This is an optimization exercise on Yosys and OpenROAD, whose aim is small area, not a production implementation. Function was checked by simulation only, so behaviour that the tests miss may differ from the original. Power and IR drop assume default switching activity.

<file path="flow/config.mk">
export PLATFORM = sky130hd
export DESIGN_NAME = top_soc
export DESIGN_NICKNAME = top_soc
export VERILOG_FILES = /design/flow/design.v
export SDC_FILE = /design/flow/constraint.sdc
export NUM_CORES = 4
export LEC_CHECK = 0
export CAP_MARGIN = 20
export CORE_MARGIN = 2
export CORE_UTILIZATION = 40
export SLEW_MARGIN = 20
</file>
<file path="flow/constraint.sdc">
create_clock -name core_clock -period 5.0 [get_ports {ACLK}]
set_input_delay 1.0000 -clock core_clock [delete_from_list [all_inputs] [get_ports {ACLK}]]
set_output_delay 1.0000 -clock core_clock [all_outputs]
set_load 0.01 [all_outputs]
</file>
<file path="flow/design.v">
module addr_decode (
    input  logic [31:0] addr,
    output logic        sel_ctrl,
    output logic        sel_status,
    output logic        sel_data_in,
    output logic        sel_data_out,
    output logic        addr_valid
);
    always_comb begin
        sel_ctrl     = 1'b0;
        sel_status   = 1'b0;
        sel_data_in  = 1'b0;
        sel_data_out = 1'b0;
        addr_valid   = 1'b1;
        if (addr[1:0] != 2'b00) begin
            addr_valid = 1'b0;
        end else begin
            case (addr[5:2])
                4'h0: sel_ctrl     = 1'b1;  
                4'h1: sel_status   = 1'b1;  
                4'h2: sel_data_in  = 1'b1;  
                4'h3: sel_data_out = 1'b1;  
                default: addr_valid = 1'b0;
            endcase
        end
    end
endmodule
module reg_block (
    input  logic        clk,
    input  logic        rst_n,
    input  logic        wr_en,
    input  logic [31:0] wdata,
    input  logic        wr_sel_ctrl,
    input  logic        wr_sel_data_in,
    input  logic        rd_en,
    input  logic        rd_sel_ctrl,
    input  logic        rd_sel_status,
    input  logic        rd_sel_data_in,
    input  logic        rd_sel_data_out,
    input  logic        status_busy,
    input  logic [31:0] ip_data_out,
    output logic [31:0] rdata,
    output logic        ctrl_enable,
    output logic [31:0] data_in
);
    always_ff @(posedge clk or negedge rst_n) begin
        if (!rst_n) begin
            ctrl_enable <= 1'b0;
            data_in     <= 32'b0;
        end else if (wr_en) begin
            if (wr_sel_ctrl)
                ctrl_enable <= wdata[0];
            if (wr_sel_data_in)
                data_in <= wdata;
        end
    end
    always_comb begin
        rdata = 32'b0;
        if (rd_en) begin
            unique case (1'b1)
                rd_sel_ctrl:
                    rdata = {31'b0, ctrl_enable};
                rd_sel_status:
                    rdata = {31'b0, status_busy};
                rd_sel_data_in:
                    rdata = data_in;
                rd_sel_data_out:
                    rdata = ip_data_out;
                default:
                    rdata = 32'hDEADBEEF;  
            endcase
        end
    end
endmodule
module custom_ip #(
    parameter DATA_WIDTH = 32,
    parameter LATENCY    = 4
)(
    input  logic                  clk,
    input  logic                  rst_n,
    input  logic                  ctrl_enable,
    input  logic [DATA_WIDTH-1:0] data_in,
    output logic                  status_busy,
    output logic [DATA_WIDTH-1:0] data_out
);
    logic [$clog2(LATENCY+1)-1:0] cnt;
    logic                         active;
    always_ff @(posedge clk or negedge rst_n) begin
        if (!rst_n) begin
            cnt         <= '0;
            active      <= 1'b0;
            status_busy <= 1'b0;
            data_out    <= '0;
        end else begin
            if (ctrl_enable && !active) begin
                active      <= 1'b1;
                status_busy <= 1'b1;
                cnt         <= '0;
            end
            if (active) begin
                cnt <= cnt + 1'b1;
                if (cnt == LATENCY-1) begin
                    active      <= 1'b0;
                    status_busy <= 1'b0;
                    data_out <= data_in + 32'h10;
                end
            end
        end
    end
endmodule
module axi_lite_slave #(
    parameter ADDR_WIDTH = 32,
    parameter DATA_WIDTH = 32
)(
    input  logic                  ACLK,
    input  logic                  ARESETN,
    output logic                  ctrl_enable,
    output logic [DATA_WIDTH-1:0] data_in,
    input  logic                  status_busy,
    input  logic [DATA_WIDTH-1:0] data_out,
    input  logic                  AWVALID,
    output logic                  AWREADY,
    input  logic [ADDR_WIDTH-1:0] AWADDR,
    input  logic                  WVALID,
    output logic                  WREADY,
    input  logic [DATA_WIDTH-1:0] WDATA,
    output logic                  BVALID,
    input  logic                  BREADY,
    output logic [1:0]            BRESP,
    input  logic                  ARVALID,
    output logic                  ARREADY,
    input  logic [ADDR_WIDTH-1:0] ARADDR,
    output logic                  RVALID,
    input  logic                  RREADY,
    output logic [DATA_WIDTH-1:0] RDATA,
    output logic [1:0]            RRESP
);
    logic [ADDR_WIDTH-1:0] aw_addr;
    logic [ADDR_WIDTH-1:0] ar_addr;
    logic [DATA_WIDTH-1:0] wdata;
    logic aw_seen;
    logic w_seen;
    logic wr_en;
    logic rd_en;
    logic wr_addr_valid;
    logic rd_addr_valid;
    logic [DATA_WIDTH-1:0] reg_rdata;
    logic wr_sel_ctrl, wr_sel_status, wr_sel_data_in, wr_sel_data_out;
    addr_decode u_wr_decode (
        .addr        (aw_addr),
        .sel_ctrl    (wr_sel_ctrl),
        .sel_status  (wr_sel_status),
        .sel_data_in (wr_sel_data_in),
        .sel_data_out(wr_sel_data_out),
        .addr_valid  (wr_addr_valid)
    );
    logic rd_sel_ctrl, rd_sel_status, rd_sel_data_in, rd_sel_data_out;
    addr_decode u_rd_decode (
        .addr        (ar_addr),
        .sel_ctrl    (rd_sel_ctrl),
        .sel_status  (rd_sel_status),
        .sel_data_in (rd_sel_data_in),
        .sel_data_out(rd_sel_data_out),
        .addr_valid  (rd_addr_valid)
    );
    reg_block u_regblock (
        .clk             (ACLK),
        .rst_n           (ARESETN),
        .wr_en           (wr_en),
        .wdata           (wdata),
        .wr_sel_ctrl     (wr_sel_ctrl),
        .wr_sel_data_in  (wr_sel_data_in),
        .rd_en           (rd_en),
        .rd_sel_ctrl     (rd_sel_ctrl),
        .rd_sel_status   (rd_sel_status),
        .rd_sel_data_in  (rd_sel_data_in),
        .rd_sel_data_out (rd_sel_data_out),
        .status_busy     (status_busy),
        .ip_data_out     (data_out),
        .rdata           (reg_rdata),
        .ctrl_enable     (ctrl_enable),
        .data_in         (data_in)
    );
    always_ff @(posedge ACLK or negedge ARESETN) begin
        if (!ARESETN) begin
            AWREADY <= 1'b1;
            WREADY  <= 1'b1;
            BVALID  <= 1'b0;
            BRESP   <= 2'b00;
            aw_seen <= 1'b0;
            w_seen  <= 1'b0;
            wr_en   <= 1'b0;
            aw_addr <= '0;
            wdata   <= '0;
        end else begin
            wr_en <= 1'b0;
            AWREADY <= !aw_seen && !BVALID;
            WREADY  <= !w_seen  && !BVALID;
            if (AWVALID && AWREADY) begin
                aw_addr <= AWADDR;
                aw_seen <= 1'b1;
            end
            if (WVALID && WREADY) begin
                wdata  <= WDATA;
                w_seen <= 1'b1;
            end
            if (aw_seen && w_seen && !BVALID) begin
                wr_en  <= 1'b1;
                BVALID <= 1'b1;
                BRESP  <= wr_addr_valid ? 2'b00 : 2'b10;  
                aw_seen <= 1'b0;
                w_seen  <= 1'b0;
            end
            if (BVALID && BREADY) begin
                BVALID <= 1'b0;
            end
        end
    end
    always_ff @(posedge ACLK or negedge ARESETN) begin
        if (!ARESETN) begin
            ARREADY <= 1'b1;
            RVALID  <= 1'b0;
            RDATA   <= '0;
            RRESP   <= 2'b00;
            rd_en   <= 1'b0;
            ar_addr <= '0;
        end else begin
            rd_en <= 1'b0;
            ARREADY <= !RVALID || (RVALID && RREADY);
            if (ARVALID && ARREADY) begin
                ar_addr <= ARADDR;
                rd_en   <= 1'b1;
                RVALID  <= 1'b1;
            end
            if (rd_en) begin
                RDATA <= reg_rdata;
                RRESP <= rd_addr_valid ? 2'b00 : 2'b10;  
            end
            if (RVALID && RREADY) begin
                RVALID <= 1'b0;
            end
        end
    end
endmodule
module top_soc #(
    parameter ADDR_WIDTH = 32,
    parameter DATA_WIDTH = 32
)(
    input  logic                  ACLK,
    input  logic                  ARESETN,
    input  logic                  AWVALID,
    output logic                  AWREADY,
    input  logic [ADDR_WIDTH-1:0] AWADDR,
    input  logic                  WVALID,
    output logic                  WREADY,
    input  logic [DATA_WIDTH-1:0] WDATA,
    output logic                  BVALID,
    input  logic                  BREADY,
    output logic [1:0]            BRESP,
    input  logic                  ARVALID,
    output logic                  ARREADY,
    input  logic [ADDR_WIDTH-1:0] ARADDR,
    output logic                  RVALID,
    input  logic                  RREADY,
    output logic [DATA_WIDTH-1:0] RDATA,
    output logic [1:0]            RRESP
);
    logic        ctrl_enable;
    logic [31:0] data_in;
    logic        status_busy;
    logic [31:0] data_out;
    axi_lite_slave #(
        .ADDR_WIDTH (ADDR_WIDTH),
        .DATA_WIDTH (DATA_WIDTH)
    ) u_axi_slave (
        .ACLK       (ACLK),
        .ARESETN    (ARESETN),
        .AWVALID    (AWVALID),
        .AWREADY    (AWREADY),
        .AWADDR     (AWADDR),
        .WVALID     (WVALID),
        .WREADY     (WREADY),
        .WDATA      (WDATA),
        .BVALID     (BVALID),
        .BREADY     (BREADY),
        .BRESP      (BRESP),
        .ARVALID    (ARVALID),
        .ARREADY    (ARREADY),
        .ARADDR     (ARADDR),
        .RVALID     (RVALID),
        .RREADY     (RREADY),
        .RDATA      (RDATA),
        .RRESP      (RRESP),
        .ctrl_enable(ctrl_enable),
        .data_in    (data_in),
        .status_busy(status_busy),
        .data_out   (data_out)
    );
    custom_ip #(
        .DATA_WIDTH (DATA_WIDTH),
        .LATENCY    (4)
    ) u_custom_ip (
        .clk         (ACLK),
        .rst_n       (ARESETN),
        .ctrl_enable (ctrl_enable),
        .data_in     (data_in),
        .status_busy (status_busy),
        .data_out    (data_out)
    );
endmodule
</file>
<file path="flow/run.sh">
#!/bin/bash
# synth_recipe.tcl (not shown) runs the flow's synth.tcl, then flattens the netlist and writes it again
# the make line also repeats each setting of config.mk as NAME=value (left out here)
make -C /OpenROAD-flow-scripts/flow DESIGN_CONFIG=/design/flow/config.mk WORK_HOME=/design/flow/orfs CLKGATE_MAP_FILE= SYNTH_SCRIPT=/design/flow/synth_recipe.tcl finish
</file>
==> impl_metrics.json, run 1 <==
{
  "status": "complete, no violations",
  "timing_worst_slew_pin_value_ns": 1.06,
  "timing.rr.start": "u_axi_slave.ar_addr[5]",
  "drt-initial-drc-count": 294,
  "grt_max_degree": 92,
  "drive_gt1_share_pct": 19.0,
  "core_area_sq_mm": 0.0160,
  "fin_crit_ns": 2.55,
  "crit_slowest_cell": "and3_1",
  "path_cells": "nor4_1 > and3_1 > and2_1 > a221o_1",
  "relSlewSlack_pct": 29.2,
  "grt_pass1_wl_microns": 23500,
  "h-tree-depth": 4,
  "cts.sinks": 157,
  "ys_warn_count": 4,
  "slowest_delay_ns": 0.93,
  "drc": 0,
  "antenna_found_initial": 0,
  "p_leak_uw": 0.00348,
  "ys_types": 42,
  "finalSetupViolCount": 0,
  "ioPinCount": 144,
  "cts_hold_buf": 0,
  "postSynthCellCount": 556,
  "rr_worst_depth": 4,
  "endpoint_kind": "register",
  "syn_avg_cell_area_sq_um": 11.9,
  "clk_latency_ns": 0.42,
  "dieWidth_microns": 133,
  "cts_tree": "yes",
  "arrival_ns": 2.90,
  "path_class": "register to register",
  "p_total_uw": 4040,
  "fin_setup_tns_ns": 0,
  "min_to": "u_axi_slave.WREADY",
  "min-delay-start": "u_axi_slave.w_seen",
  "ys_seq_area_share_pct": 59.5,
  "io_buffers": 89,
  "ys_seq_elements": 157,
  "hpwl_microns": 9560,
  "skew_ns": 0.0145,
  "cts_buffer_depth": 2,
  "hold_path.class": "register to register",
  "die-area_sq_mm": 0.0176,
  "max_freq_mhz": 392,
  "antenna_cells": 0,
  "post_cts_buffers": 0,
  "multi_input_area_sq_mm": 0.00249,
  "track_usage_pct": 16.8,
  "final_cell_mix": "dfrtp_1 (154), clkdlybuf4s50_1 (88), mux2_2 (76)",
  "r2r-end": "u_axi_slave.RDATA[24]",
  "cts_root_buffer": "clkbuf_16",
  "cts_made_buffers": 17,
  "cp-start-kind": "register",
  "layout_commonest_cell": "dfrtp_1",
  "ant_nets": 0,
  "totalWireLength_microns": 14100,
  "initial_core_util_pct": 41.3,
  "grt_remaining_overflow": 0,
  "cp_max_fo": 25,
  "powerDensity_mw_per_mm2": 489,
  "netlist_area_sq_mm": 0.00661,
  "post_drt_wl_per_cell_microns": 16.4,
  "fin_crit_sh_pct": 51.1,
  "via_per_inst": 5.19,
  "clkSlewWorstSetupHoldPaths_ns": 0.06,
  "critPathBufInv": 0,
  "finalHoldViolations": 0,
  "nets": 742,
  "cap_violations": 0,
  "worstPathRequired_ns": 5.35,
  "dr.pass1.iters": 4,
  "area_growth_pct": 25.2,
  "rsz0062_at_grt": "no",
  "ctsResizeCount": 0,
  "vias": 4493,
  "grt_pass1_vias": 4430,
  "hold_depth": 1,
  "drv_slew": 0,
  "die_h_microns": 133,
  "r2r_setup_slack_ns": 2.45,
  "num-fill-cells": 1397,
  "critical-path-top-delay-family": "simple AND/OR/NAND/NOR gates",
  "peakVddDrop_uv": 257,
  "gp_congestion": 0.809,
  "regArea_sq_mm": 0.00393,
  "row_count": 46
}
-- state kept, by name, summed over array words and instances, names as in the netlist, 3 cells and up --
register,count
u_axi_slave.wdata,32
u_axi_slave.RDATA,32
u_axi_slave.u_regblock.data_in,32
u_custom_ip.cnt,3
u_axi_slave.ar_addr,6
u_custom_ip.data_out,32
u_axi_slave.aw_addr,6
-- how the worst max path moves through the flow --
| stage | startpoint | endpoint | slack [ns] | cells after the start |
|---|---|---|---|---|
| detailed placement | u_axi_slave.ar_addr[5] | u_axi_slave.RDATA[24] | 2.50 | 4 |
| global route | u_axi_slave.ar_addr[5] | u_axi_slave.RDATA[24] | 2.31 | 4 |
| floorplan | WVALID | u_axi_slave.wdata[10] | 3.05 | 3 |
| finish | u_axi_slave.ar_addr[5] | u_axi_slave.RDATA[24] | 2.45 | 4 |
| global placement | u_axi_slave.ar_addr[5] | u_axi_slave.RDATA[29] | 2.58 | 4 |
| CTS | u_axi_slave.AWREADY | AWREADY | 2.48 | 1 |
-- per-stage QoR --
stage | instance area [sq um] | util [%] | worst slack [ns] | hold WS [ns] | instances
after floorplan | 6610 | - | 3.05 | 0.392 | 557
after global placement | 7650 | 47.8 | 2.58 | 0.414 | 832
after detailed placement | 7660 | 47.8 | 2.50 | 0.420 | 832
after CTS | 8260 | 51.6 | 2.48 | 0.428 | 864
after global routing | 8270 | 51.7 | 2.31 | 0.446 | 865
final | 8270 | 51.7 | 2.45 | 0.423 | 865
-- where the power goes --
group          switching, uW  leakage [uW]  internal, uW  total (uW)
Sequential               289       0.00191          1690        1980
Clock                    484      0.000300           814        1300
Combinational            333       0.00128           433         766
Total                   1110       0.00348          2940        4040
-- synth_stat cells --
master	n	area [sq um]
dfrtp_1	154	3850
mux2_2	76	856
nand2_1	48	180
nor2_1	44	165
clkbuf_1	27	101
o21ai_0	26	130
a21oi_1	25	125
a22oi_1	23	173
a31oi_1	12	75.1
nand3_1	11	55.1
xor2_1	9	78.8
nand4_1	8	50.1
nor2b_1	8	50.1
or4_1	8	60.1
a221o_1	7	70.1
and4_1	7	61.3
inv_1	7	26.3
o31ai_1	6	45.0
and2_1	5	31.3
or3_1	5	31.3
and3_1	3	18.8
buf_1	3	11.3
buf_4	3	22.5
dfstp_2	3	78.8
ha_1	3	37.5
o211ai_1	3	22.5
a22o_1	2	17.5
buf_6	2	22.5
nand2b_1	2	12.5
nor4_1	2	12.5
or3_2	2	15.0
xnor2_1	2	17.5
a221o_2	1	11.3
and3_2	1	7.51
buf_2	1	5.00
conb_1	1	3.75
mux2i_1	1	10.0
nand4_4	1	21.3
nand4b_1	1	8.76
nor3b_2	1	12.5
nor4bb_1	1	10.0
o22a_1	1	8.76
-- final cells by class --
class                      instances  area share (%)
multi-input combinational        357            30.1
clock inverter                     6            1.01
timing repair buffer              96            11.5
sequential                       157            47.5
tap                              216            3.27
clock buffer                      26            6.28
inverter                           7           0.318
-- per-layer routing --
layer / share of wire [%] / track usage, % / vias up
met3: 4.4 / 4.56 / 13
met2: 44 / 24.0 / 98
li1: - / - / 2156
met4: 0.86 / 5.73 / 0
met5: 0 / 0 / -
met1: 51 / 24.7 / 2226
-- worst reg2reg max path, stage by stage (launching register included) --
cell     delay [ns]
dfrtp_1        0.38
nor4_1         0.44
and3_1         0.93
and2_1         0.50
a221o_1        0.23
-- cell families after synthesis --
logic type / after synthesis / share of synthesized area [%]
XOR/XNOR: 11 / 1.46
adder cells (fa/ha/maj): 3 / 0.568
multiplexers: 77 / 13.1
AND/OR/NAND/NOR: 158 / 12.2
buffers and inverters: 43 / 2.86
other: 1 / 0.0568
AO/OA/AOI/OAI: 106 / 10.3
flip-flops: 157 / 59.5
==> run 2, diff against run 1 <==
==> flow/design.v (replaced) <==
module top_soc #(
    parameter ADDR_WIDTH = 32,
    parameter DATA_WIDTH = 32
)(
    input  logic                  ACLK,
    input  logic                  ARESETN,
    input  logic                  AWVALID,
    output logic                  AWREADY,
    input  logic [ADDR_WIDTH-1:0] AWADDR,
    input  logic                  WVALID,
    output logic                  WREADY,
    input  logic [DATA_WIDTH-1:0] WDATA,
    output logic                  BVALID,
    input  logic                  BREADY,
    output logic [1:0]            BRESP,
    input  logic                  ARVALID,
    output logic                  ARREADY,
    input  logic [ADDR_WIDTH-1:0] ARADDR,
    output logic                  RVALID,
    input  logic                  RREADY,
    output logic [DATA_WIDTH-1:0] RDATA,
    output logic [1:0]            RRESP
);
    logic       aw_ok;
    logic [1:0] aw_cls;
    assign aw_ok  = (AWADDR[1:0] == 2'b00) && (AWADDR[5:4] == 2'b00);
    assign aw_cls = {!aw_ok || AWADDR[2], !aw_ok || (AWADDR[3] && !AWADDR[2])};
    logic       ar_ok;
    logic [2:0] ar_cls;
    assign ar_ok  = (ARADDR[1:0] == 2'b00) && (ARADDR[5:4] == 2'b00);
    assign ar_cls = !ar_ok ? 3'd5 : {1'b0, ARADDR[3:2]} + 3'd1;
    logic        aw_seen, w_seen, wr_en, bresp_err;
    logic [1:0]  awc;
    logic [31:0] wdata;
    logic [2:0]  rq;
    logic        rresp_err;
    logic        ctrl_enable;
    logic [31:0] din;
    logic        din_set;       
    logic        active;
    logic [1:0]  cnt;
    logic [31:0] dout;
    logic        dout_set;      
    logic        dout_reg;      
    assign BRESP = {bresp_err, 1'b0};
    assign RRESP = {rresp_err, 1'b0};
    logic aw_hs, w_hs, wr_go;
    assign aw_hs = AWVALID && AWREADY;
    assign w_hs  = WVALID && WREADY;
    assign wr_go = aw_seen && w_seen && !BVALID;
    always_ff @(posedge ACLK or negedge ARESETN) begin
        if (!ARESETN) begin
            AWREADY   <= 1'b1;
            WREADY    <= 1'b1;
            BVALID    <= 1'b0;
            bresp_err <= 1'b0;
            aw_seen   <= 1'b0;
            w_seen    <= 1'b0;
            wr_en     <= 1'b0;
        end else begin
            AWREADY <= !aw_seen && !BVALID;
            WREADY  <= !w_seen && !BVALID;
            aw_seen <= !wr_go && (aw_hs || aw_seen);
            w_seen  <= !wr_go && (w_hs || w_seen);
            wr_en   <= wr_go;
            BVALID  <= wr_go || (BVALID && !BREADY);
            if (wr_go)
                bresp_err <= (awc == 2'b11);
        end
    end
    always_ff @(posedge ACLK) begin
        if (aw_hs)
            awc <= aw_cls;
        if (w_hs)
            wdata <= WDATA;
    end
    logic wr_din;
    assign wr_din = wr_en && (awc == 2'b01);
    always_ff @(posedge ACLK or negedge ARESETN) begin
        if (!ARESETN) begin
            ctrl_enable <= 1'b0;
            din_set     <= 1'b0;
        end else begin
            if (wr_en && awc == 2'b00)
                ctrl_enable <= wdata[0];
            if (wr_din)
                din_set <= 1'b1;
        end
    end
    always_ff @(posedge ACLK) begin
        if (wr_din)
            din <= wdata;
    end
    logic done;
    assign done = active && (cnt == 2'd3);
    always_ff @(posedge ACLK or negedge ARESETN) begin
        if (!ARESETN) begin
            active   <= 1'b0;
            dout_set <= 1'b0;
            dout_reg <= 1'b0;
        end else begin
            active <= active ? !done : ctrl_enable;
            if (done) begin
                dout_set <= 1'b1;
                dout_reg <= din_set;
            end
        end
    end
    always_ff @(posedge ACLK) begin
        cnt <= active ? cnt + 2'd1 : 2'd0;
        if (done)
            dout <= {din[31:4] + 28'd1, din[3:0]};
    end
    logic ar_hs;
    assign ar_hs = ARVALID && ARREADY;
    logic [31:0] rval;
    always_comb begin
        case (rq)
            3'd1:    rval = {31'b0, ctrl_enable};
            3'd2:    rval = {31'b0, active};
            3'd3:    rval = din_set ? din : 32'b0;
            3'd4:    rval = !dout_set ? 32'b0 : (dout_reg ? dout : 32'h10);
            default: rval = 32'hDEADBEEF;
        endcase
    end
    always_ff @(posedge ACLK or negedge ARESETN) begin
        if (!ARESETN) begin
            ARREADY   <= 1'b1;
            RVALID    <= 1'b0;
            RDATA     <= '0;
            rresp_err <= 1'b0;
            rq        <= 3'd0;
        end else begin
            ARREADY <= !RVALID || RREADY;
            RVALID  <= RVALID ? !RREADY : ar_hs;
            rq      <= ar_hs ? ar_cls : 3'd0;
            if (rq != 3'd0) begin
                RDATA     <= rval;
                rresp_err <= (rq == 3'd5);
            end
        end
    end
endmodule
==> run 2 against run 1 <==
Against the previous run:
- non-clock buffer count is 1 lower
- final cell count down 21%
- sequential share of layout area up 9.4 points
- largest cell class unchanged
- critical endpoint is now RDATA[16]
- design area decreased by 10%
- fmax is 11% lower
- synthesized cell count decreased by 28%
- worst setup slack lost 0.31 ns
- routed wire length fell by 21%
- sequential power down 17%
==> impl_metrics.json, run 2 <==
{
  "status": "complete, no violations",
  "peakVddDrop_uv": 229,
  "ctsResizeCount": 0,
  "cts_root_buffer": "clkbuf_16",
  "post_drt_wl_per_cell_microns": 16.4,
  "met3_usage_pct": 4.67,
  "cp_max_fo": 24,
  "arrival_ns": 3.16,
  "synth_edf_count": 98,
  "initial_core_util_pct": 41.1,
  "clkSlewWorstSetupHoldPaths_ns": 0.06,
  "synthFlopType": "edfxtp_1",
  "whs_ns": 0.410,
  "ys_top_cells_by_count": "edfxtp_1 (98), nor2_1 (63), dfrtp_1 (47), a221oi_1 (23), inv_1 (19)",
  "die-area_sq_mm": 0.0153,
  "rsz0062_at_grt": "no",
  "cts_tree": "yes",
  "max_freq_mhz": 350,
  "drive_gt1_share_pct": 9.31,
  "core_area_sq_mm": 0.0139,
  "die_h_microns": 124,
  "gp_congestion": 0.789,
  "grt_pass1_vias": 3581,
  "antenna_cells": 0,
  "layout_commonest_cell": "edfxtp_1",
  "synthDominantCellAreaShare_pct": 51.4,
  "finalSetupViolCount": 0,
  "syn_avg_cell_area_sq_um": 14.4,
  "track_usage_pct": 16.4,
  "p_int_uw": 2750,
  "ys_top_cells_by_area": "edfxtp_1 (51%), dfrtp_1 (21%), nor2_1 (4.1%)",
  "fin_crit_sh_pct": 57.2,
  "cts_buffer_depth": 2,
  "h-tree-depth": 4,
  "postSynthCellCount": 399,
  "timing_worst_slew_pin_value_ns": 0.933,
  "hold_path.class": "register to register",
  "ant_nets": 0,
  "layoutNonFillerInstCount": 685,
  "grt_busiest_layer": "met2",
  "grt_pass1_wl_microns": 18300,
  "pwr-share-clk_pct": 39.8,
  "vias": 3449,
  "ys_warn_count": 1,
  "ioPinCount": 144,
  "nets": 598,
  "io_buffers": 89,
  "dieWidth_microns": 124,
  "drv_slew": 0,
  "final_cell_mix": "edfxtp_1 (98), clkdlybuf4s50_1 (88), nor2_1 (63)",
  "p_comb_share_pct": 13.8,
  "min-delay-start": "wdata[26]",
  "rr_worst_depth": 4,
  "hpwl_microns": 7240,
  "place_inst": 653,
  "p_leak_uw": 0.00280,
  "cts_hold_buf": 0,
  "dr.pass1.iters": 4,
  "largest_reg_flops": 33,
  "use_met1_pct": 19.9,
  "row_count": 43,
  "finalHoldViolations": 0,
  "power_frac_seq_pct": 46.3,
  "netlist_area_sq_mm": 0.00573,
  "fin_crit_ns": 2.86,
  "yosys.area.top_type": "edfxtp_1",
  "cts_made_buffers": 17,
  "cp-start-kind": "register",
  "ys_seq_area_share_pct": 74.0,
  "skew_ns": 0.00765,
  "powerDensity_mw_per_mm2": 479,
  "worstPathRequired_ns": 5.30,
  "cts.sinks": 150,
  "totalWireLength_microns": 11200,
  "startpoint": "rq[2]",
  "clk_latency_ns": 0.43,
  "placed_area_sq_mm": 0.00678,
  "post_cts_buffers": 0,
  "antenna_found_initial": 0,
  "synthArstFlopShare_pct": 33.3,
  "cap_violations": 0,
  "drt-initial-drc-count": 268,
  "relSlewSlack_pct": 37.8,
  "grt_max_degree": 51,
  "ys_types": 42,
  "design_area_sq_mm": 0.00745,
  "endpoint_kind": "register",
  "grt_remaining_overflow": 0,
  "grtUsageMet2_pct": 26.6,
  "area_growth_pct": 30.0,
  "timing.rr.start": "rq[2]",
  "swShare_pct": 22.8,
  "fin_setup_tns_ns": 0,
  "p_sw_uw": 815,
  "synth.most_common_cell": "edfxtp_1",
  "fin_util_pct": 53.4,
  "hold_depth": 0,
  "via_per_inst": 5.04,
  "ys_seq_elements": 150,
  "path_class": "register to register",
  "drc": 0
}
-- run 2: cell count changes after synthesis, sizes merged, moves of 15 or more --
cell	previous run	this run
clkbuf	27	12
a22oi	23	0
nor2	44	63
nand2	48	13
a21oi	25	4
o21ai	26	5
dfrtp	154	47
a221oi	0	23
edfxtp	0	98
mux2	76	1
-- run 2: layer usage --
metal	vias to the layer above	routed length, microns	part of all wire (%)
li1	1647	-	-
met1	1653	4500	40
met2	129	5690	51
met3	20	803	7.1
met4	0	251	2.2
met5	-	0	0
-- run 2: through the flow --
stage | setup WS [ns] | power [uW]
after floorplan | 2.80 | 1900
after global placement | 2.14 | 2160
after detailed placement | 2.07 | 2180
after CTS | 2.03 | 3610
after global routing | 1.80 | 3720
final | 2.14 | 3570
-- run 2: logic make-up (layout without fill, tap and decap cells) --
family                   count (synthesis)  in the layout  synth area share [%]
AO/OA/AOI/OAI                           41             41                  5.81
XOR/XNOR                                26             26                  3.98
adder cells (fa/ha/maj)                  3              3                 0.656
buffers and inverters                   41            146                  3.15
flip-flops                             150            150                  74.0
multiplexers                             4              4                 0.939
other                                    1              2                0.0655
AND/OR/NAND/NOR                        133            133                  11.4
-- run 2: worst paths after layout --
check | end | slack (ns)
max in group asynchronous | RDATA[24] | 3.83
hold reg to reg | din[26] | 0.41
setup / recovery | RDATA[16] | 2.14
min in group asynchronous | RDATA[9] | 0.70
setup reg to reg | RDATA[16] | 2.14
hold / removal | din[26] | 0.41
-- run 2: area by class of cell --
cell class              instances  area, sq um
clock buffers                  24          502
clock inverters                 8          166
fillers                      1174         6490
inverters                      19         71.3
multi-input cells             209         1310
flip-flops and latches        150         4240
well taps                     180          225
repair buffers                 95          931
-- run 2: critical path, cell delays in order, from the launching register on --
cell      delay [ns]
dfrtp_1         0.48
or3_1           0.77
nand2_1         0.81
a221oi_1        0.57
nor2_1          0.09
-- run 2: power by group through the flow --
stage	clock, uW	sequential [uW]	combinational (uW)
after floorplan	0	1680	221
after global placement	0	1670	491
after detailed placement	0	1680	503
after CTS	1450	1660	506
after global routing	1500	1680	545
final	1420	1650	494
==> run 3, diff against run 2 <==
==> flow/flow/run.sh (new file) <==
#!/bin/bash
# Own layout flow: the standard ORFS flow, with two changes that only
# affect how much buffering is added:
#  - port buffers are sky130_fd_sc_hd__buf_1 (one per used port, as usual);
#  - CTS runs without dummy loads.
# Each tool's output goes to the ORFS logs under orfs/logs/; make's own
# output goes to flow_make.log here.
set -euo pipefail
export BUFFER_PORTS_ARGS="-buffer_cell sky130_fd_sc_hd__buf_1"
export CTS_ARGS="-sink_clustering_enable -repair_clock_nets -dont_use_dummy_load"
bash standard.sh > flow_make.log 2>&1
==> flow/standard.sh (new file) <==
#!/bin/bash
# synth_recipe.tcl (not shown) runs the flow's synth.tcl, then flattens the netlist and writes it again
# the make line also repeats each setting of config.mk as NAME=value (left out here)
make -C /OpenROAD-flow-scripts/flow DESIGN_CONFIG=/design/flow/config.mk WORK_HOME=/design/flow/orfs CLKGATE_MAP_FILE= SYNTH_SCRIPT=/design/flow/synth_recipe.tcl "${@:-finish}"
removed: flow/run.sh
==> run 3 against run 2 <==
Against the previous run:
- fmax rose by 0.62%
- combinational power fell by 23%
- clock-buffer cell count fell by 7
- first-iteration DRC count fell by 8.6%
- synthesized area did not move
- register-to-register slack improved by 0.02 ns
- clock power fell by about 30%
- via count fell by 1.6%
- die area did not move
- sequential power barely moved
- utilization fell by 5.7 points
- largest power group unchanged
- highest routed layer unchanged
==> impl_metrics.json, run 3 <==
{
  "rsz0062_at_grt": "no",
  "clkSlewWorstSetupHoldPaths_ns": 0.05,
  "finalHoldViolations": 0,
  "cap_violations": 0,
  "synthDominantCellAreaShare_pct": 51.4,
  "gp_congestion": 0.808,
  "syn_avg_cell_area_sq_um": 14.4,
  "worstPathRequired_ns": 5.27,
  "die-area_sq_mm": 0.0153,
  "grt_pass1_wl_microns": 17200,
  "post_drt_wl_per_cell_microns": 16.2,
  "track_usage_pct": 15.3,
  "antenna_found_initial": 0,
  "max_freq_mhz": 352,
  "ys_types": 42,
  "synthArstFlopShare_pct": 33.3,
  "relSlewSlack_pct": 36.9,
  "drive_gt1_share_pct": 7.14,
  "cp_max_fo": 24,
  "fin_crit_ns": 2.84,
  "io_buffers": 89,
  "initial_core_util_pct": 41.1,
  "status": "complete, no violations",
  "synth.most_common_cell": "edfxtp_1",
  "multi_input_area_sq_mm": 0.00131,
  "h-tree-depth": 4,
  "post_cts_buffers": 0,
  "die_h_microns": 124,
  "pwr-share-clk_pct": 32.7,
  "vias": 3395,
  "layout_commonest_cell": "edfxtp_1",
  "ys_warn_count": 1,
  "drt-initial-drc-count": 245,
  "drc": 0,
  "p_sw_uw": 744,
  "endpoint_kind": "register",
  "swShare_pct": 24.6,
  "cts_made_buffers": 17,
  "ys_seq_area_share_pct": 74.0,
  "netlist_area_sq_mm": 0.00573,
  "grt_max_degree": 51,
  "final_cell_mix": "edfxtp_1 (98), buf_1 (88), nor2_1 (63)",
  "timing.rr.start": "rq[2]",
  "grt_remaining_overflow": 0,
  "startpoint": "rq[2]",
  "finalSetupViolCount": 0,
  "cts_root_buffer": "clkbuf_16",
  "ctsResizeCount": 0,
  "nets": 598,
  "cts_buffer_depth": 2,
  "row_count": 43,
  "area_growth_pct": 16.2,
  "hpwl_microns": 7140,
  "totalWireLength_microns": 10900,
  "p_comb_share_pct": 12.5,
  "regArea_sq_mm": 0.00424,
  "ys_top_cells_by_count": "edfxtp_1 (98), nor2_1 (63), dfrtp_1 (47), a221oi_1 (23), inv_1 (19)",
  "ys_seq_elements": 150,
  "r2r_setup_slack_ns": 2.16,
  "num-fill-cells": 1245,
  "antenna_cells": 0,
  "ioPinCount": 144,
  "p_leak_uw": 0.00245,
  "power_frac_seq_pct": 54.8,
  "hold_path.class": "register to register",
  "min-delay-start": "wdata[29]",
  "largest_reg_flops": 33,
  "cp-start-kind": "register",
  "cts.sinks": 150,
  "p_int_uw": 2280,
  "cts_hold_buf": 0,
  "via_per_inst": 5.07,
  "grt_pass1_vias": 3436,
  "peakVddDrop_uv": 223,
  "ys_top_cells_by_area": "edfxtp_1 (51%), dfrtp_1 (21%), nor2_1 (4.1%)",
  "core_area_sq_mm": 0.0139,
  "arrival_ns": 3.12,
  "whs_ns": 0.414,
  "ant_nets": 0,
  "clk_latency_ns": 0.41,
  "yosys.area.top_type": "edfxtp_1",
  "drv_slew": 0,
  "powerDensity_mw_per_mm2": 454,
  "path_class": "register to register",
  "dieWidth_microns": 124,
  "skew_ns": 0.0139,
  "synth_edf_count": 98,
  "fin_setup_tns_ns": 0,
  "postSynthCellCount": 399,
  "synthFlopType": "edfxtp_1",
  "timing_worst_slew_pin_value_ns": 0.947,
  "fin_crit_sh_pct": 56.8,
  "cts_tree": "yes",
  "dr.pass1.iters": 6
}
## run 3: cell counts after synthesis
Identical to the previous run, type by type.
## run 3: metrics by stage
stage	instance area, sq um	utilization (%)	std cells	setup WS (ns)	total power, uW
floorplan	5730	-	400	2.80	1900
global placement	6230	44.7	653	2.19	2040
detailed placement	6230	44.7	653	2.09	2070
CTS	6650	47.8	670	2.08	3060
global route	6650	47.8	670	1.88	3180
finish	6650	47.8	670	2.16	3020
## run 3: power groups by stage
stage	Sequential [uW]	Combinational (uW)	Clock (uW)
3_3_place_gp	1670	376	0
6_report	1650	379	988
4_1_cts	1660	390	1020
2_1_floorplan	1680	221	0
3_5_place_dp	1680	389	0
5_1_grt	1680	429	1070
## run 3: cells by family after synthesis
family          after synthesis  share of synthesized area, %
flops                       150                          74.0
simple gates                133                          11.4
compound gates               41                          5.81
buf+inv                      41                          3.15
xor+xnor                     26                          3.98
mux                           4                         0.939
fa+ha+maj                     3                         0.656
other cells                   1                        0.0655
## run 3: critical path: stages, from the launching register on
cell and delay (ns):
dfrtp_1 0.51, or3_1 0.79, nand2_1 0.79, a221oi_1 0.51, nor2_1 0.11
## run 3: final timing paths
kind | endpoint | depth (start not counted)
worst max-delay path | RDATA[21] | 4
min in group asynchronous | RDATA[9] | 2
max in group asynchronous | RDATA[18] | 2
worst min register to register | din[29] | 0
worst min-delay path | din[29] | 0
worst max register to register | RDATA[21] | 4
## run 3: area by class of cell
type	instances	area share (%)
flip-flops and latches	150	63.7
clock buffers	17	6.39
multi-input cells	209	19.7
inverters	19	1.07
well taps	180	3.38
repair buffers	95	5.72
## run 3: per-layer routing
layer / track usage (%) / vias up / routed length, microns / share of wire (%)
li1: - / 1629 / - / -
met1: 18.3 / 1669 / 4690 / 43
met2: 25.4 / 87 / 5410 / 50
met3: 5.13 / 10 / 636 / 5.9
met4: 6.32 / 0 / 139 / 1.3
met5: 0 / - / 0 / 0
==> run 4, diff against run 3 <==
--- a/flow/design.v
+++ b/flow/design.v
@@ -31,3 +31,3 @@
     assign ar_cls = !ar_ok ? 3'd5 : {1'b0, ARADDR[3:2]} + 3'd1;
-    logic        aw_seen, w_seen, wr_en, bresp_err;
+    logic        bresp_err;
     logic [1:0]  awc;
@@ -46,2 +46,7 @@
     assign RRESP = {rresp_err, 1'b0};
+    logic aw_q, w_q;
+    logic aw_seen, w_seen, wr_en;
+    assign aw_seen = aw_q && !BVALID;
+    assign w_seen  = w_q;
+    assign wr_en   = aw_q && BVALID;
     logic aw_hs, w_hs, wr_go;
@@ -49,3 +54,3 @@
     assign w_hs  = WVALID && WREADY;
-    assign wr_go = aw_seen && w_seen && !BVALID;
+    assign wr_go = aw_seen && w_seen;
     always_ff @(posedge ACLK or negedge ARESETN) begin
@@ -56,11 +61,9 @@
             bresp_err <= 1'b0;
-            aw_seen   <= 1'b0;
-            w_seen    <= 1'b0;
-            wr_en     <= 1'b0;
+            aw_q      <= 1'b0;
+            w_q       <= 1'b0;
         end else begin
-            AWREADY <= !aw_seen && !BVALID;
-            WREADY  <= !w_seen && !BVALID;
-            aw_seen <= !wr_go && (aw_hs || aw_seen);
-            w_seen  <= !wr_go && (w_hs || w_seen);
-            wr_en   <= wr_go;
+            AWREADY <= !aw_q && !BVALID;
+            WREADY  <= !w_q && !BVALID;
+            aw_q    <= !BVALID && (aw_hs || aw_q);
+            w_q     <= !BVALID && !wr_go && (w_hs || w_q);
             BVALID  <= wr_go || (BVALID && !BREADY);
@@ -108,2 +111,19 @@
     end
+    logic [32:4] inc_c;
+    logic [31:4] inc_s;
+    genvar gi;
+    generate
+        for (gi = 4; gi < 32; gi = gi + 1) begin : g_inc
+            if (gi == 4)
+                assign inc_c[gi] = 1'b1;
+            else if (gi == 14)
+                assign inc_c[gi] = &din[13:4];
+            else if (gi == 23)
+                assign inc_c[gi] = &din[22:4];
+            else
+                assign inc_c[gi] = din[gi-1] & inc_c[gi-1];
+            assign inc_s[gi] = din[gi] ^ inc_c[gi];
+        end
+    endgenerate
+    assign inc_c[32] = 1'b0;
     always_ff @(posedge ACLK) begin
@@ -111,3 +131,3 @@
         if (done)
-            dout <= {din[31:4] + 28'd1, din[3:0]};
+            dout <= {inc_s, din[3:0]};
     end
==> flow/flow/run.sh (replaced) <==
#!/bin/bash
# Own layout flow: the standard ORFS flow (standard.sh) with these changes,
# which only change how the logic is mapped and how much buffering is added:
#  - synthesis is synth_recipe.tcl unchanged except that ABC maps the
#    combinational logic with flow/area.abc (area-oriented);
#  - port buffers are sky130_fd_sc_hd__buf_1 (still one on every used port);
#  - CTS uses clkbuf_8 and no dummy loads.
# make's output goes to flow_make.log; each ORFS step keeps its own log in
# orfs/logs/.
set -euo pipefail
here=$(pwd)
cat flow/abc_override.tcl synth_recipe.tcl > my_synth.tcl
sed "s#SYNTH_SCRIPT=[^ ]*#SYNTH_SCRIPT=$here/my_synth.tcl#" standard.sh > my_standard.sh
grep -q "SYNTH_SCRIPT=$here/my_synth.tcl" my_standard.sh
export MY_ABC_SCRIPT=$here/flow/area.abc
export BUFFER_PORTS_ARGS="-buffer_cell sky130_fd_sc_hd__buf_1"
export CTS_ARGS="-sink_clustering_enable -repair_clock_nets -dont_use_dummy_load -buf_list sky130_fd_sc_hd__clkbuf_8"
bash my_standard.sh > flow_make.log 2>&1
==> flow/flow/abc_override.tcl (new file) <==
# Prepended to the standard flow's synthesis script (synth_recipe.tcl): the combinational
# mapping (Yosys's abc call) uses the area-oriented ABC script named by
# MY_ABC_SCRIPT instead of ORFS's speed script. Everything else, including the
# flip-flop mapping, is the standard synthesis.
proc abc {args} {
  set i [lsearch $args -script]
  if {$i >= 0 && [info exists ::env(MY_ABC_SCRIPT)] && $::env(MY_ABC_SCRIPT) ne ""} {
    lset args [expr {$i + 1}] $::env(MY_ABC_SCRIPT)
  }
  yosys abc {*}$args
}
==> flow/flow/area.abc (new file) <==
&get -n
&st
&syn2
&dch -f
&nf -a -R 1000
&put
topo
dnsize -c
==> run 4 against run 3 <==
Against the previous run:
- still clean
- clock skew grew 0.0077 ns
- synthesized area shrank 4.4%
- clock power shrank 34%
- critical endpoint is now dout[31]
- largest power group unchanged
==> impl_metrics.json, run 4 <==
{
  "status": "complete, no violations",
  "worstPathRequired_ns": 5.17,
  "clkSlewWorstSetupHoldPaths_ns": 0.08,
  "cts.sinks": 149,
  "peakVddDrop_uv": 191,
  "ys_top_cells_by_count": "edfxtp_1 (98), nand2_1 (60), dfrtp_1 (46), nor2_1 (31), ha_1 (26)",
  "whs_ns": 0.408,
  "synthArstFlopShare_pct": 32.9,
  "post_cts_buffers": 0,
  "rsz0062_at_grt": "no",
  "grt_pass1_vias": 3240,
  "p_leak_uw": 0.00230,
  "post_drt_wl_per_cell_microns": 15.4,
  "gp_congestion": 0.775,
  "synthAdderAreaFrac_pct": 5.94,
  "grt_remaining_overflow": 0,
  "drt-initial-drc-count": 203,
  "ys_types": 35,
  "crit_slowest_cell": "edfxtp_1",
  "min-delay-start": "wdata[3]",
  "num-fill-cells": 1186,
  "yosys.area_share.simple_pct": 9.35,
  "arrival_ns": 3.02,
  "drive_gt1_share_pct": 6.20,
  "path_common_cell": "ha_1",
  "h-tree-depth": 4,
  "largest_reg_flops": 33,
  "finalHoldViolations": 0,
  "ys_warn_count": 1,
  "syn_avg_cell_area_sq_um": 15.2,
  "drv_slew": 0,
  "final_cell_mix": "edfxtp_1 (98), buf_1 (88), nand2_1 (60)",
  "yosys.area_share.xor_xnor_pct": 0.480,
  "fin_crit_sh_pct": 57.1,
  "max_freq_mhz": 350,
  "synth_top_family_by_area": "simple AND/OR/NAND/NOR gates",
  "yosys.area.top_type": "edfxtp_1",
  "ys_seq_elements": 149,
  "totalWireLength_microns": 9950,
  "dr.pass1.iters": 4,
  "antenna_cells": 0,
  "synth_compound_area_share_pct": 5.55,
  "track_usage_pct": 14.6,
  "endpoint_kind": "register",
  "cts_made_buffers": 17,
  "fin_util_pct": 47.4,
  "dieWidth_microns": 121,
  "ioPinCount": 144,
  "cts_hold_buf": 0,
  "path_class": "register to register",
  "skew_ns": 0.0216,
  "initial_core_util_pct": 41.2,
  "synthFlopType": "edfxtp_1",
  "startpoint": "din[4]",
  "drc": 0,
  "ctsResizeCount": 0,
  "die-area_sq_mm": 0.0146,
  "netlist_area_sq_mm": 0.00547,
  "ys_top_cells_by_area": "edfxtp_1 (54%), dfrtp_1 (21%), ha_1 (5.9%)",
  "area_growth_pct": 15.1,
  "hpwl_microns": 6630,
  "die_h_microns": 121,
  "relSlewSlack_pct": 32.3,
  "ys_seq_area_share_pct": 77.0,
  "hold_path.class": "register to register",
  "p_total_uw": 2590,
  "nets": 599,
  "grt_pass1_wl_microns": 16000,
  "synth.most_common_cell": "edfxtp_1",
  "synthDominantCellAreaShare_pct": 53.8,
  "path_cells": "ha_1 > nand3_1 > nor3_1 > and2_0 > ha_1 > ha_1 > ha_1 > ha_1 > ha_1 > ha_1 > ha_1 > ha_1 > xor2_1",
  "cap_violations": 0,
  "timing_worst_slew_pin_value_ns": 1.02,
  "fin_crit_ns": 2.85,
  "vias": 3139,
  "antenna_found_initial": 0,
  "grt_max_degree": 50,
  "slowest_delay_ns": 0.43,
  "cts_buffer_depth": 2,
  "core_area_sq_mm": 0.0133,
  "postSynthCellCount": 359,
  "via_per_inst": 4.87,
  "cp_max_fo": 3,
  "cts_tree": "yes",
  "cp-start-kind": "register",
  "layout_commonest_cell": "edfxtp_1",
  "clk_latency_ns": 0.43,
  "critPathBufInv": 0,
  "finalSetupViolCount": 0,
  "cts_root_buffer": "clkbuf_8",
  "powerDensity_mw_per_mm2": 412,
  "muxShareOfSynthArea_pct": 0.206,
  "io_buffers": 89,
  "critical-path-top-delay-family": "adder cells",
  "ant_nets": 0,
  "row_count": 42,
  "fin_setup_tns_ns": 0,
  "synth_edf_count": 98,
  "timing.rr.start": "din[4]"
}
## run 4: routing by layer
| layer | track usage [%] | wire length [microns] |
|---|---|---|
| met5 | 0 | 0 |
| met4 | 6.54 | 132 |
| met3 | 3.71 | 454 |
| met2 | 25.8 | 5310 |
| met1 | 16.5 | 4040 |
## run 4: report_power, final
| part | internal [uW] | switching, uW |
|---|---|---|
| sequential | 1530 | 84.8 |
| combinational | 113 | 217 |
| clock | 300 | 354 |
## run 4: cells by family after synthesis
| family | after synthesis |
|---|---|
| AO/OA/AOI/OAI | 44 |
| XOR/XNOR | 3 |
| adder cells (fa/ha/maj) | 26 |
| buffers and inverters | 17 |
| flip-flops | 149 |
| multiplexers | 1 |
| other | 1 |
| AND/OR/NAND/NOR | 118 |
## run 4: path summary, 6_finish.rpt
check / to / slack [ns] / cells after the start
hold / removal: din[3] / 0.41 / 0
hold reg to reg: din[3] / 0.41 / 0
min in group asynchronous: RDATA[2] / 0.69 / 2
max in group asynchronous: RDATA[23] / 3.86 / 2
setup reg to reg: dout[31] / 2.15 / 13
setup / recovery: dout[31] / 2.15 / 13
## run 4: final cells by class
class / instances / area, sq um / share of cell area [%]
well taps: 176 / 220 / 3.49
repair buffers: 95 / 380 / 6.04
multi-input cells: 194 / 1210 / 19.1
flip-flops and latches: 149 / 4210 / 66.8
inverters: 13 / 48.8 / 0.774
clock buffers: 17 / 234 / 3.71
## run 4: stage by stage
step,instances,setup slack (ns),cell area (sq um)
floorplan,360,1.51,5480
global placement,627,2.12,6060
detailed placement,627,2.08,6070
CTS,644,2.08,6300
global route,644,2.01,6300
finish,644,2.15,6300
==> run 5, diff against run 4 <==
--- a/flow/design.v
+++ b/flow/design.v
@@ -30,3 +30,3 @@
     assign ar_ok  = (ARADDR[1:0] == 2'b00) && (ARADDR[5:4] == 2'b00);
-    assign ar_cls = !ar_ok ? 3'd5 : {1'b0, ARADDR[3:2]} + 3'd1;
+    assign ar_cls = ar_ok ? {1'b1, ARADDR[3:2]} : 3'b001;
     logic        bresp_err;
@@ -118,6 +118,4 @@
                 assign inc_c[gi] = 1'b1;
-            else if (gi == 14)
-                assign inc_c[gi] = &din[13:4];
-            else if (gi == 23)
-                assign inc_c[gi] = &din[22:4];
+            else if (gi == 18)
+                assign inc_c[gi] = &din[17:4];
             else
@@ -135,12 +133,15 @@
     assign ar_hs = ARVALID && ARREADY;
+    logic s_hold, s_din, s_dout, s_inv, s_b0, s_b4;
+    assign s_hold = (rq == 3'b000);
+    assign s_din  = (rq == 3'b110) && din_set;
+    assign s_dout = (rq == 3'b111) && dout_set && dout_reg;
+    assign s_inv  = !rq[2] && rq[0];
+    assign s_b0   = ((rq == 3'b100) && ctrl_enable) || ((rq == 3'b101) && active);
+    assign s_b4   = (rq == 3'b111) && dout_set && !dout_reg;
     logic [31:0] rval;
-    always_comb begin
-        case (rq)
-            3'd1:    rval = {31'b0, ctrl_enable};
-            3'd2:    rval = {31'b0, active};
-            3'd3:    rval = din_set ? din : 32'b0;
-            3'd4:    rval = !dout_set ? 32'b0 : (dout_reg ? dout : 32'h10);
-            default: rval = 32'hDEADBEEF;
-        endcase
-    end
+    assign rval = ({32{s_hold}} & RDATA)
+                | ({32{s_din}}  & din)
+                | ({32{s_dout}} & dout)
+                | ({32{s_inv}}  & 32'hDEADBEEF)
+                | {27'b0, s_b4, 3'b0, s_b0};
     always_ff @(posedge ACLK or negedge ARESETN) begin
@@ -156,6 +157,5 @@
             rq      <= ar_hs ? ar_cls : 3'd0;
-            if (rq != 3'd0) begin
-                RDATA     <= rval;
-                rresp_err <= (rq == 3'd5);
-            end
+            RDATA <= rval;
+            if (!s_hold)
+                rresp_err <= s_inv;
         end
==> flow/flow/area.abc (replaced) <==
&get -n
&st
&dch -f
&nf -a -R 1000
&put
topo
dnsize -c
==> run 5 against run 4 <==
Against the previous run:
- hold slack gained 0.0079 ns
- sequential power is essentially flat
- via count shrank 4.7%
- worst setup slack lost 0.85 ns
- register-to-register slack lost 0.85 ns
- clock-buffer cell count is the same
- final cell count shrank 9.2%
- clock skew shrank 0.0071 ns
- non-clock buffer count is the same
- critical endpoint unchanged
==> impl_metrics.json, run 5 <==
{
  "synth_edf_count": 98,
  "path_class": "register to register",
  "clk_latency_ns": 0.43,
  "peakVddDrop_uv": 229,
  "num-fill-cells": 1185,
  "h-tree-depth": 4,
  "gp_congestion": 0.738,
  "ys_warn_count": 1,
  "fin_crit_sh_pct": 74.0,
  "powerDensity_mw_per_mm2": 413,
  "hold_depth": 0,
  "layout_commonest_cell": "edfxtp_1",
  "area_growth_pct": 15.5,
  "rsz0062_at_grt": "no",
  "dr.pass1.iters": 7,
  "ys_types": 29,
  "post_drt_wl_per_cell_microns": 16.4,
  "arrival_ns": 3.88,
  "track_usage_pct": 14.6,
  "row_count": 42,
  "nets": 540,
  "multi_input_area_sq_mm": 0.00106,
  "hpwl_microns": 6000,
  "fin_crit_ns": 3.70,
  "synthFlopType": "edfxtp_1",
  "max_freq_mhz": 270,
  "routed-wl-met2_microns": 4450,
  "ys_seq_area_share_pct": 79.1,
  "antenna_cells": 0,
  "route.top_layer_used": "met4",
  "cp_max_fo": 3,
  "fin_setup_tns_ns": 0,
  "ctsResizeCount": 0,
  "die_h_microns": 119,
  "grt_max_degree": 50,
  "netlist_area_sq_mm": 0.00533,
  "final_cell_mix": "edfxtp_1 (98), buf_1 (88), dfrtp_1 (46)",
  "cp-start-kind": "register",
  "rr_worst_depth": 17,
  "via_per_inst": 5.12,
  "grt_remaining_overflow": 0,
  "die-area_sq_mm": 0.0143,
  "grt_pass1_wl_microns": 15400,
  "hold_path.class": "register to register",
  "drive_gt1_share_pct": 7.82,
  "post_cts_buffers": 0,
  "postSynthCellCount": 300,
  "grt_pass1_vias": 3097,
  "largest_reg_flops": 33,
  "core_area_sq_mm": 0.0131,
  "worstPathRequired_ns": 5.18,
  "ys_top_cells_by_count": "edfxtp_1 (98), dfrtp_1 (46), a222oi_1 (32), nand2_1 (31), ha_1 (26)",
  "cts_root_buffer": "clkbuf_8",
  "yosys.area.top_type": "edfxtp_1",
  "skew_ns": 0.0145,
  "initial_core_util_pct": 40.5,
  "ioPinCount": 144,
  "syn_avg_cell_area_sq_um": 17.8,
  "endpoint_kind": "register",
  "r2r_setup_slack_ns": 1.30,
  "drt-initial-drc-count": 220,
  "totalWireLength_microns": 9610,
  "ys_seq_elements": 149,
  "drc": 0,
  "io_buffers": 89,
  "finalHoldViolations": 0,
  "vias": 2993,
  "ant_nets": 0,
  "timing_worst_slew_pin_value_ns": 0.838,
  "ys_top_cells_by_area": "edfxtp_1 (55%), dfrtp_1 (22%), ha_1 (6.1%)",
  "status": "complete, no violations",
  "relSlewSlack_pct": 44.1,
  "cts_buffer_depth": 2,
  "clkSlewWorstSetupHoldPaths_ns": 0.07,
  "drt-met1-wl_microns": 4280,
  "p_total_uw": 2540,
  "cts_tree": "yes",
  "setup_slack_ns": 1.30,
  "cts.sinks": 149,
  "drv_slew": 0,
  "cts_made_buffers": 17,
  "finalSetupViolCount": 0,
  "p_leak_uw": 0.00227,
  "antenna_found_initial": 0,
  "synth.most_common_cell": "edfxtp_1",
  "synthArstFlopShare_pct": 32.9,
  "dieWidth_microns": 119,
  "cts_hold_buf": 0,
  "regArea_sq_mm": 0.00421,
  "synthDominantCellAreaShare_pct": 55.3,
  "met3_length_microns": 718,
  "cap_violations": 0,
  "dp_slack_ns": 1.27
}
[run 5: layout make-up]
class,count,area share [%]
Sequential cell,149,68.5
Multi-Input combinational cell,136,17.2
Timing Repair Buffer,95,6.19
Clock buffer,17,3.80
Tap cell,176,3.58
Inverter,12,0.732
[run 5: power by group]
part           switching [uW]  internal (uW)  total (uW)
Combinational             181            104         285
Sequential               79.7           1520        1600
Clock                     359            299         658
[run 5: cell families (layout without fill, tap and decap cells)]
group	count (synthesis)	after routing	synth area share [%]
flops	149	149	79.1
simple gates	64	64	5.66
compound gates	40	40	6.88
fa+ha+maj	26	26	6.11
buf+inv	16	124	1.41
xor+xnor	2	2	0.329
mux	2	2	0.423
other cells	1	2	0.0704
[run 5: worst paths after layout]
kind	start	to
max in group asynchronous	ARESETN	RDATA[25]
min	wdata[19]	din[19]
max	din[4]	dout[31]
min reg2reg	wdata[19]	din[19]
min in group asynchronous	ARESETN	RDATA[7]
max reg2reg	din[4]	dout[31]
[run 5: per-layer routing]
layer  vias to the layer above  global-route usage [%]
li1                       1393                       -
met1                      1473                    19.1
met2                       112                    21.8
met3                        15                    5.22
met4                         0                    6.91
met5                         -                       0
[run 5: per-stage QoR]
step	cells	hold WS (ns)	utilization, %	cell area (sq um)
2_1_floorplan	301	0.398	-	5330
3_3_place_gp	568	0.403	45.0	5910
3_5_place_dp	568	0.405	45.0	5920
4_1_cts	585	0.415	46.8	6150
5_1_grt	585	0.424	46.8	6150
6_report	585	0.416	46.8	6150
[run 5: worst max-delay path, stage by stage (launching register included)]
cell,delay (ns)
edfxtp_1,0.42
ha_1,0.25
nand4_1,0.13
nor4_1,0.08
ha_1,0.19
ha_1,0.18
ha_1,0.19
ha_1,0.19
ha_1,0.19
ha_1,0.18
ha_1,0.18
ha_1,0.19
ha_1,0.19
ha_1,0.20
ha_1,0.20
ha_1,0.20
ha_1,0.19
xor2_1,0.14

## static timing again, ports no longer ideal
The results above use ideal ports. As a check the final layouts listed here were re-extracted and re-timed, cells and wires unchanged. Step 1, drivers: a clkbuf_16 drives ACLK and a buf_2 each remaining input, both assumed. Step 2, shift: input delay + t, output delay - t, t = (earliest + latest rising clock arrival at the registers) / 2. This alone moves slack from input paths to output paths. Three values: no drivers, after step 1, after step 2; two values: the first two.
run | t, ns | slack for setup (ns) | hold WS [ns] | worst data-port slew with drivers (ns)
run 1 | 0.453 | 2.447 / 2.447 / 2.447 | 0.423 / 0.423 / 0.423 | 0.04
run 2 | 0.460 | 2.140 / 2.140 / 2.140 | 0.410 / 0.410 / 0.410 | 0.04
run 3 | 0.443 | 2.158 / 2.158 / 2.158 | 0.414 / 0.414 / 0.414 | 0.03
run 4 | 0.447 | 2.146 / 2.146 / 2.146 | 0.408 / 0.408 / 0.408 | 0.03
run 5 | 0.460 | 1.299 / 1.299 / 1.299 | 0.416 / 0.416 / 0.416 | 0.04
After both steps setup and hold are still met in every run listed.
